This design comes from an exercise in tuning for small area on the open sky130 flow, not from production work.
The RTL was checked by simulation tests, not by an equivalence proof against the original design.
Power and IR drop assume default switching activity.

==> branch delta <==
Design clock_top_57, start of the top module:
module clock_top_57 (
    input           clk_50m_57,
    input   [7:0]   sw_57 ,
    input   [7:0]   key_57 ,
    output  [6:0]   seg_57,
    output  [7:0]   dig_57,
    output  [7:0]   led_57,
    output          bell_57
);
export LEC_CHECK = 0
export CAP_MARGIN = 20
export CORE_MARGIN = 2
export CORE_UTILIZATION = 60
export SLEW_MARGIN = 20
create_clock -name core_clock -period 20.0 [get_ports {clk_50m_57}]
standard.sh (not shown) runs the stock make flow with config.mk's settings and CLKGATE_MAP_FILE= SYNTH_SCRIPT=/design/flow/synth_recipe.tcl, a recipe that flattens the netlist after the stock synthesis.
==> flow/flow/run.sh <==
#!/bin/bash
# Own layout flow: the standard ORFS flow (standard.sh) with three changes:
#  - synthesis maps all logic (no separate adder-cell mapping) with an area-oriented
#    ABC script (flow/abc_area.script: &deepsyn AIG optimisation, then repeated
#    area mapping with map -a and mfs2 resubstitution).
#    Flip-flops are mapped before ABC runs, so the registers, their names and cell
#    types are exactly those of the standard synthesis;
#  - port buffers are the smallest buffer (buf_1) instead of clkdlybuf4s50_1;
#    every input and output port still gets its own buffer;
#  - clock tree synthesis options (flow/cts_args.txt): clkbuf_8 buffers, clusters of
#    at most 14 sinks, no dummy loads.
# Each tool's full output goes to the ORFS step logs under orfs/logs/ and the whole
# make output to flow_make.log in the folder the flow runs in.
set -euo pipefail
F="$(cd "$(dirname "${BASH_SOURCE[0]}")" && pwd)"
W="$(pwd)"
{
    printf 'proc abc {args} {\n'
    printf '  set i [lsearch -exact $args -script]\n'
    printf '  if {$i >= 0} { lset args [expr {$i + 1}] {%s} }\n' "$F/abc_area.script"
    printf '  puts "own flow: abc with %s"\n' "$F/abc_area.script"
    printf '  yosys abc {*}$args\n'
    printf '}\n'
    cat "$W/synth_recipe.tcl"
} > "$W/own_synth.tcl"
CTS="$(tr '\n' ' ' < "$F/cts_args.txt")"
bash "$W/standard.sh" \
    SYNTH_SCRIPT="$W/own_synth.tcl" \
    ADDER_MAP_FILE= \
    BUFFER_PORTS_ARGS="-buffer_cell sky130_fd_sc_hd__buf_1" \
    CTS_ARGS="$CTS" \
    finish > "$W/flow_make.log" 2>&1
==> flow/flow/abc_area.script <==
strash
&get -n
&deepsyn -T 60
&put
dch -f
map -a
mfs2 -a
strash
dch -f
map -a
mfs2 -a
strash
dch -f
map -a
mfs2 -a
strash
dch -f
map -a
mfs2 -a
strash
dch -f
map -a
topo
==> flow/flow/cts_args.txt <==
-sink_clustering_enable -repair_clock_nets -buf_list sky130_fd_sc_hd__clkbuf_8 -sink_clustering_size 14 -sink_clustering_max_diameter 120 -dont_use_dummy_load
==> branch cedar (differences from branch delta) <==
--- a/flow/design.v
+++ b/flow/design.v
@@ -53,52 +53,51 @@
 reg  [5:0] n47;      
 reg  [5:0] n37;      
 reg  [4:0] n31;      
 reg  [4:0] n23;      
 reg        n42;      
 reg        n35;      
 reg        n28;      
 wire p        = t4[0];
-wire t5_end   = t5[2];                           
-wire t25_end  = t5_end & t25[2];           
+wire t5_end   = t5 == 3'd4;
+wire t25_end  = t5_end & (t25 == 3'd4);           
 wire t50_end  = t25_end & p;                      
-wire t50_24   = t50[4] & t50[3];                 
-wire t2500_end= t50_end & t50_24 & c500;  
-wire t7_end   = t7[2] & t7[1];                   
+wire t2500_end= t50_end & (t50 == 5'd24) & c500;  
+wire t7_end   = t7 == 3'd6;
 wire t25_zero = (t5 == 3'd0) & (t25 == 3'd0);
 wire clk5k    = t5[0] ^ p;                        
 wire tick5k   = (t5 == 3'd0) & p;                 
 wire clk1k    = t5[0] ^ t25[0] ^ p;               
 wire tick1k   = t25_zero & p;                     
 wire tick1    = t25_zero & ~p & ~c500 & (t50 == 5'd0) & c1;   
 always @(posedge clk) begin
     if (rst) begin
         t4 <= 0; t5 <= 0; t25 <= 0; c500 <= 0; t50 <= 0; c1 <= 0; t2500 <= 0;
         t3 <= 0; t7 <= 0; n47 <= 0; n37 <= 0; n31 <= 0; n23 <= 0;
         n42 <= 0; n35 <= 0; n28 <= 0;
     end else begin
         t4 <= t4 + 2'd1;
         t5 <= t5_end ? 3'd0 : t5 + 3'd1;
-        if (t5_end) t25 <= t25[2] ? 3'd0 : t25 + 3'd1;
+        if (t5_end) t25 <= (t25 == 3'd4) ? 3'd0 : t25 + 3'd1;
         if (t50_end) begin
             c500 <= ~c500;
-            t50  <= t50_24 ? 5'd0 : t50 + 5'd1;
+            t50  <= (t50 == 5'd24) ? 5'd0 : t50 + 5'd1;
         end
         if (t2500_end) begin
             c1    <= ~c1;
-            t2500 <= t2500[2] ? 3'd0 : t2500 + 3'd1;
+            t2500 <= (t2500 == 3'd4) ? 3'd0 : t2500 + 3'd1;
         end
-        t3  <= t3[1] ? 2'd0 : t3 + 2'd1;
+        t3  <= (t3 == 2'd2) ? 2'd0 : t3 + 2'd1;
         t7  <= t7_end ? 3'd0 : t7 + 3'd1;
-        n47 <= (n47[5] & n47[3] & n47[2] & n47[1]) ? 6'd0 : n47 + 6'd1;    
-        n37 <= (n37[5] & n37[2]) ? 6'd0 : n37 + 6'd1;                      
-        n31 <= (n31[4] & n31[3] & n31[2] & n31[1]) ? 5'd0 : n31 + 5'd1;    
-        n23 <= (n23[4] & n23[2] & n23[1]) ? 5'd0 : n23 + 5'd1;             
-        if (t7_end & p & t3[1])        n42 <= ~n42;
+        n47 <= (n47 == 6'd46) ? 6'd0 : n47 + 6'd1;
+        n37 <= (n37 == 6'd36) ? 6'd0 : n37 + 6'd1;
+        n31 <= (n31 == 5'd30) ? 5'd0 : n31 + 5'd1;
+        n23 <= (n23 == 5'd22) ? 5'd0 : n23 + 5'd1;
+        if (t7_end & p & (t3 == 2'd2)) n42 <= ~n42;
         if (t7_end & t5_end)           n35 <= ~n35;
         if (t7_end & (t4 == 2'd3))     n28 <= ~n28;
     end
 end
 wire note_do  = n47[0] ^ p;
 wire note_re  = n42;
 wire note_mi  = n37[0] ^ p;
 wire note_fa  = n35;
@@ -106,27 +105,27 @@
 wire note_la  = n28;
 wire note_ti  = clk1k;
 wire note_doh = n23[0] ^ p;
 reg [2:0] scan;
 always @(posedge clk) begin
     if (rst)         scan <= 0;
     else if (tick1k) scan <= scan + 3'd1;
 end
-wire late  = t50_24 & c500 & clk1k & ~t25_zero;
-wire shine = t2500[0] ^ c1 ^ (late & t2500[2]);
+wire late  = (t50 == 5'd24) & c500 & clk1k & ~t25_zero;
+wire shine = t2500[0] ^ c1 ^ (late & (t2500 == 3'd4));
 reg [5:0] mel;
 reg [2:0] num;
 always @(posedge clk) begin
     if (rst) begin
         mel <= 0;
         num <= 0;
     end else if (tick1) begin
         mel <= mel + 6'd1;
-        if ((mel == 6'd63) & ~(num[2] & num[0])) num <= num + 3'd1;    
+        if ((mel == 6'd63) & (num != 3'd5)) num <= num + 3'd1;
     end
 end
 wire clock_e   = sw_57[0];
 wire correct_e = sw_57[1];
 wire run_m     = sw_57[2] & ~sw_57[3];
 wire rec_m     = sw_57[2] &  sw_57[3];
 wire alarm_m   = sw_57[3] & ~sw_57[2];
 wire game_e    = sw_57[5];
@@ -134,17 +133,17 @@
 wire bell_e    = sw_57[7];
 wire time_m    = sw_57[0] | sw_57[1] | sw_57[2] | sw_57[3];
 wire week_m    = ~sw_57[1] & ~sw_57[2] & ~sw_57[3] & sw_57[4] & ~sw_57[5] & ~sw_57[6];
 function [5:0] step(input [5:0] v, input dn, input h);
     reg [5:0] lim;
     begin
         lim = h ? 6'd23 : 6'd59;
         if (dn) step = (v == 6'd0) ? lim : v - 6'd1;
-        else    step = (h ? (v[4] & v[2] & v[1] & v[0]) : (v[5] & v[4] & v[3] & v[1] & v[0])) ? 6'd0 : v + 6'd1;   
+        else    step = (v == lim) ? 6'd0 : v + 6'd1;
     end
 endfunction
 reg [1:0] fc;        
 reg       cprev;
 reg [5:0] sec, min;
 reg [4:0] hour;
 reg [1:0] csel;      
 wire cclk  = (fc == 2'd0) ? c1 : (fc == 2'd1) ? c500 : (fc == 2'd2) ? clk5k : 1'b0;
@@ -152,58 +151,56 @@
 always @(posedge clk) begin
     if (rst) begin
         fc    <= 0;
         cprev <= 0;
         csel  <= 0;
     end else begin
         if (krise[6]) fc <= fc + 2'd1;
         cprev <= cclk;
-        if (krise[2] & correct_e) csel <= {csel[0], ~csel[1] & ~csel[0]};
+        if (krise[2] & correct_e) csel <= (csel == 2'd2) ? 2'd0 : csel + 2'd1;
     end
 end
 wire       cdn  = ~clock_e & ~krise[0];
 wire [5:0] s_n  = step(sec, cdn, 1'b0);
 wire [5:0] m_n  = step(min, cdn, 1'b0);
 wire [5:0] h_n  = step({1'b0, hour}, cdn, 1'b1);
 wire       ckey = correct_e & ~clock_e & (krise[0] | krise[1]);
 wire       crun = clock_e & ctick;
-wire       sec59 = sec[5] & sec[4] & sec[3] & sec[1] & sec[0];
-wire       min59 = min[5] & min[4] & min[3] & min[1] & min[0];
-wire       s_en = crun | (ckey & ~csel[1] & ~csel[0]);
-wire       m_en = (crun & sec59) | (ckey & csel[0]);
-wire       h_en = (crun & sec59 & min59) | (ckey & csel[1]);
+wire       s_en = crun | (ckey & (csel == 2'd0));
+wire       m_en = (crun & (sec == 6'd59)) | (ckey & (csel == 2'd1));
+wire       h_en = (crun & (sec == 6'd59) & (min == 6'd59)) | (ckey & (csel == 2'd2));
 always @(posedge clk) begin
     if (rst) begin
         sec <= 0; min <= 0; hour <= 0;
     end else begin
         if (s_en) sec  <= s_n;
         if (m_en) min  <= m_n;
         if (h_en) hour <= h_n[4:0];
     end
 end
 reg [5:0] asec, amin;
 reg [4:0] ahour;
 reg [1:0] asel;
 reg       wce;
 reg [5:0] ssec, smin;    
 reg [4:0] shour;
 wire       akey = alarm_m & (krise[0] | krise[1]);
-wire [5:0] a_in = asel[1] ? {1'b0, ahour} : asel[0] ? amin : asec;
+wire [5:0] a_in = (asel == 2'd0) ? asec : (asel == 2'd1) ? amin : {1'b0, ahour};
 wire [5:0] a_n  = step(a_in, ~krise[0], asel[1]);
 always @(posedge clk) begin
     if (rst) begin
         asec <= 0; amin <= 0; ahour <= 0; asel <= 0; wce <= 0;
     end else begin
-        if (akey & ~asel[1] & ~asel[0]) asec  <= a_n;
-        if (akey & asel[0]) amin  <= a_n;
-        if (akey & asel[1]) ahour <= a_n[4:0];
+        if (akey & (asel == 2'd0)) asec  <= a_n;
+        if (akey & (asel == 2'd1)) amin  <= a_n;
+        if (akey & (asel == 2'd2)) ahour <= a_n[4:0];
         if (alarm_m) begin
             wce <= krise[0];
-            if (krise[2]) asel <= {asel[0], ~asel[1] & ~asel[0]};
+            if (krise[2]) asel <= (asel == 2'd2) ? 2'd0 : asel + 2'd1;
         end
     end
 end
 always @(posedge clk) begin
     if (rst) begin
         ssec <= 0; smin <= 0; shour <= 0;
     end else if (tick5k & wce) begin
         ssec <= asec; smin <= amin; shour <= ahour;
@@ -227,31 +224,30 @@
 reg  [6:0] fs;
 reg  [5:0] ss, ms;
 reg  [2:0] wa;       
 reg  [4:0] ra;       
 reg        re;
 reg [18:0] m0, m1, m2, m3, m4;
 reg [18:0] rd, rec;
 wire wr = run_m & krise[1];
-wire fs99 = fs[6] & fs[5] & fs[1] & fs[0];    
 always @(posedge clk) begin
     if (rst) begin
         run <= 0;
         fs <= 0; ss <= 0; ms <= 0;
     end else begin
         if (krise[0] & run_m) run <= ~run;
         if (tick5k) begin
             if (kout[2]) begin
                 fs <= 0; ss <= 0; ms <= 0;
             end else if (run & run_m) begin
-                fs <= fs99 ? 7'd0 : fs + 7'd1;
-                if (fs99) begin
+                fs <= (fs == 7'd99) ? 7'd0 : fs + 7'd1;
+                if (fs == 7'd99) begin
                     ss <= step(ss, 1'b0, 1'b0);
-                    if (ss[5] & ss[4] & ss[3] & ss[1] & ss[0]) ms <= step(ms, 1'b0, 1'b0);
+                    if (ss == 6'd59) ms <= step(ms, 1'b0, 1'b0);
                 end
             end
         end
     end
 end
 always @(posedge clk) begin
     if (rst) begin
         wa <= 3'd1;
@@ -261,20 +257,20 @@
         if (wr) wa <= wa[2] ? 3'd0 : wa + 3'd1;
         if (rec_m & krise[0]) ra <= {ra[3:0], ra[4]};
         re <= rec_m & krise[0];
     end
 end
 wire [18:0] lap  = {ms, ss, fs};
 wire [18:0] lapd = lap & {19{~rst}};    
 always @(posedge clk) begin
-    if (rst | (wr & ~wa[2] & ~wa[1] & ~wa[0])) m0 <= lapd;
-    if (rst | (wr & ~wa[1] & wa[0])) m1 <= lapd;
-    if (rst | (wr & wa[1] & ~wa[0])) m2 <= lapd;
-    if (rst | (wr & wa[1] & wa[0])) m3 <= lapd;
+    if (rst | (wr & (wa == 3'd0))) m0 <= lapd;
+    if (rst | (wr & (wa == 3'd1))) m1 <= lapd;
+    if (rst | (wr & (wa == 3'd2))) m2 <= lapd;
+    if (rst | (wr & (wa == 3'd3))) m3 <= lapd;
     if (rst | (wr & wa[2]))        m4 <= lapd;
 end
 wire        rd_keep = ~rst & ~re;
 wire [4:0]  rd_sel  = ra & {5{~rst & re}};
 wire [18:0] rd_n = ({19{rd_sel[0]}} & m0) | ({19{rd_sel[1]}} & m1) | ({19{rd_sel[2]}} & m2) |
                    ({19{rd_sel[3]}} & m3) | ({19{rd_sel[4]}} & m4) | ({19{rd_keep}} & rd);
 always @(posedge clk) begin
     rd <= rd_n;
@@ -315,17 +311,17 @@
                 (num_d == 4'd7) ? 7'b0000111 :
                 (num_d == 4'd8) ? 7'b1111111 :
                 (num_d == 4'd9) ? 7'b1101111 :
                 (num_d == 4'd10) ? 7'b1000000 :
                 7'b0000000;
 wire       shine_e = correct_e | alarm_m;
 wire [1:0] bsel    = alarm_m ? asel : csel;
 wire       blink   = shine_e & ~shine & ~pos_dash &
-                     (pos_sec ? ~bsel[1] & ~bsel[0] : pos_min ? bsel[0] : bsel[1]);
+                     (bsel == (pos_sec ? 2'd0 : pos_min ? 2'd1 : 2'd2));
 wire [7:0] scan_oh = 8'd1 << scan;
 assign dig_57 = week_m ? 8'b11111110 : ~(scan_oh & {8{~blink}});
 reg se;        
 reg model;     
 always @(posedge clk) begin
     if (rst) begin
         se    <= 0;
         model <= 0;
@@ -335,17 +331,17 @@
         else if ((sec == 6'd0) & (min == 6'd0))              model <= 1'b1;
     end
 end
 reg [2:0] pos2;
 always @(posedge clk) begin
     if (rst) pos2 <= 0;
     else if (tick1 & game_e) pos2 <= pos2 + 3'd1;
 end
-wire       cleared = (num[2] & num[0]) | (num[2] & (mel[5:1] != 5'd0));    
+wire       cleared = (num == 3'd5) | ((num == 3'd4) & (mel[5:1] != 5'd0));
 wire       led1_on = (num == 3'd0) & mel[0] & (mel <= 6'd33);
 wire       led_oh  = game_e | (se & ~model & ~cleared);
 wire       led_pat = ~game_e & se & model & led1_on;
 wire [2:0] led_idx = game_e ? pos2 : mel[2:0];
 assign led_57 = ({8{led_oh}} & (8'd1 << led_idx)) |
                 ({8{led_pat}} & (mel[2] ? 8'b10101010 : 8'b01010101));
 reg bm, b3;
 reg note_m;
--- a/flow/flow/run.sh
+++ b/flow/flow/run.sh
@@ -1,19 +1,16 @@
 #!/bin/bash
 # Own layout flow: the standard ORFS flow (standard.sh) with three changes:
 #  - synthesis maps all logic (no separate adder-cell mapping) with an area-oriented
-#    ABC script (flow/abc_area.script: &deepsyn AIG optimisation, then repeated
-#    area mapping with map -a and mfs2 resubstitution).
+#    ABC script (flow/abc_area.script).
 #    Flip-flops are mapped before ABC runs, so the registers, their names and cell
 #    types are exactly those of the standard synthesis;
 #  - port buffers are the smallest buffer (buf_1) instead of clkdlybuf4s50_1;
-#    every input and output port still gets its own buffer;
-#  - clock tree synthesis options (flow/cts_args.txt): clkbuf_8 buffers, clusters of
-#    at most 14 sinks, no dummy loads.
+#  - clock tree synthesis options (flow/cts_args.txt).
 # Each tool's full output goes to the ORFS step logs under orfs/logs/ and the whole
 # make output to flow_make.log in the folder the flow runs in.
 set -euo pipefail
 F="$(cd "$(dirname "${BASH_SOURCE[0]}")" && pwd)"
 W="$(pwd)"
 {
     printf 'proc abc {args} {\n'
     printf '  set i [lsearch -exact $args -script]\n'
==> flow/flow/abc_area.script (replaced) <==
strash
dch -f
map -a
mfs2 -a
strash
dch -f
map -a
mfs2 -a
strash
dch -f
map -a
mfs2 -a
strash
dch -f
map -a
mfs2 -a
strash
dch -f
map -a
topo
==> flow/flow/cts_args.txt (replaced) <==
-sink_clustering_enable -repair_clock_nets -buf_list sky130_fd_sc_hd__clkbuf_8 -sink_clustering_size 12 -sink_clustering_max_diameter 100 -dont_use_dummy_load
==> flow/config.mk (replaced) <==
export PLATFORM = sky130hd
export DESIGN_NAME = clock_top_57
export DESIGN_NICKNAME = clock_top_57
export VERILOG_FILES = /design/flow/design.v
export SDC_FILE = /design/flow/constraint.sdc
export NUM_CORES = 4
export LEC_CHECK = 0
export CAP_MARGIN = 20
export CORE_MARGIN = 2
export CORE_UTILIZATION = 40
export SLEW_MARGIN = 20
==> branch umber (differences from branch delta) <==
--- a/flow/flow/run.sh
+++ b/flow/flow/run.sh
@@ -3,17 +3,17 @@
 #  - synthesis maps all logic (no separate adder-cell mapping) with an area-oriented
 #    ABC script (flow/abc_area.script: &deepsyn AIG optimisation, then repeated
 #    area mapping with map -a and mfs2 resubstitution).
 #    Flip-flops are mapped before ABC runs, so the registers, their names and cell
 #    types are exactly those of the standard synthesis;
 #  - port buffers are the smallest buffer (buf_1) instead of clkdlybuf4s50_1;
 #    every input and output port still gets its own buffer;
 #  - clock tree synthesis options (flow/cts_args.txt): clkbuf_8 buffers, clusters of
-#    at most 14 sinks, no dummy loads.
+#    at most 16 sinks within 100 um, no dummy loads.
 # Each tool's full output goes to the ORFS step logs under orfs/logs/ and the whole
 # make output to flow_make.log in the folder the flow runs in.
 set -euo pipefail
 F="$(cd "$(dirname "${BASH_SOURCE[0]}")" && pwd)"
 W="$(pwd)"
 {
     printf 'proc abc {args} {\n'
     printf '  set i [lsearch -exact $args -script]\n'
==> flow/flow/cts_args.txt (replaced) <==
-sink_clustering_enable -repair_clock_nets -buf_list sky130_fd_sc_hd__clkbuf_8 -sink_clustering_size 16 -sink_clustering_max_diameter 100 -dont_use_dummy_load
==> flow/config.mk (replaced) <==
export PLATFORM = sky130hd
export DESIGN_NAME = clock_top_57
export DESIGN_NICKNAME = clock_top_57
export VERILOG_FILES = /design/flow/design.v
export SDC_FILE = /design/flow/constraint.sdc
export NUM_CORES = 4
export LEC_CHECK = 0
export CAP_MARGIN = 20
export CORE_MARGIN = 2
export CORE_UTILIZATION = 40
export SLEW_MARGIN = 20
==> summary of the runs <==
Critical path depth, lowest first: branch delta, branch umber, branch cedar.
Non-clock buffer count: branch cedar is higher than branch umber (6).
In branch cedar the clock power is larger than in branch delta, by 10%.
Flip-flop and latch count is the same in branch umber and branch cedar.

-- re-timing with driven ports --
The flow's constraints put no driver on any port. The routed layouts listed below were extracted and timed again, unchanged, in two steps.
Step 1 (the two cells are an assumption about what drives the block):
set clk [get_ports {clk_50m_57}]
set_driving_cell -lib_cell sky130_fd_sc_hd__clkbuf_16 $clk
set_driving_cell -lib_cell sky130_fd_sc_hd__buf_2 [delete_from_list [all_inputs] $clk]
Step 2 moves the port delays by t, midway between the first and last clock arrival at a register: inputs arrive t later, outputs are due t later. That takes back most of the time a late clock gives input paths.
Slacks: ideal / step 1 / step 2; pairs: ideal / step 1.
run | t (ns) | setup slack, ns | clock arrival spread, ns
branch delta | 0.600 | 6.850 / 6.774 / 6.774 | 0.058 / 0.058
branch cedar | 0.651 | 6.096 / 6.047 / 6.047 | 0.054 / 0.054
branch umber | 0.615 | 6.795 / 6.740 / 6.740 | 0.035 / 0.035
After both steps setup and hold are still met in every run listed. The setup slack of branch delta, which loses most, moves by -0.076 ns with the drivers and by -0.076 ns with both steps.
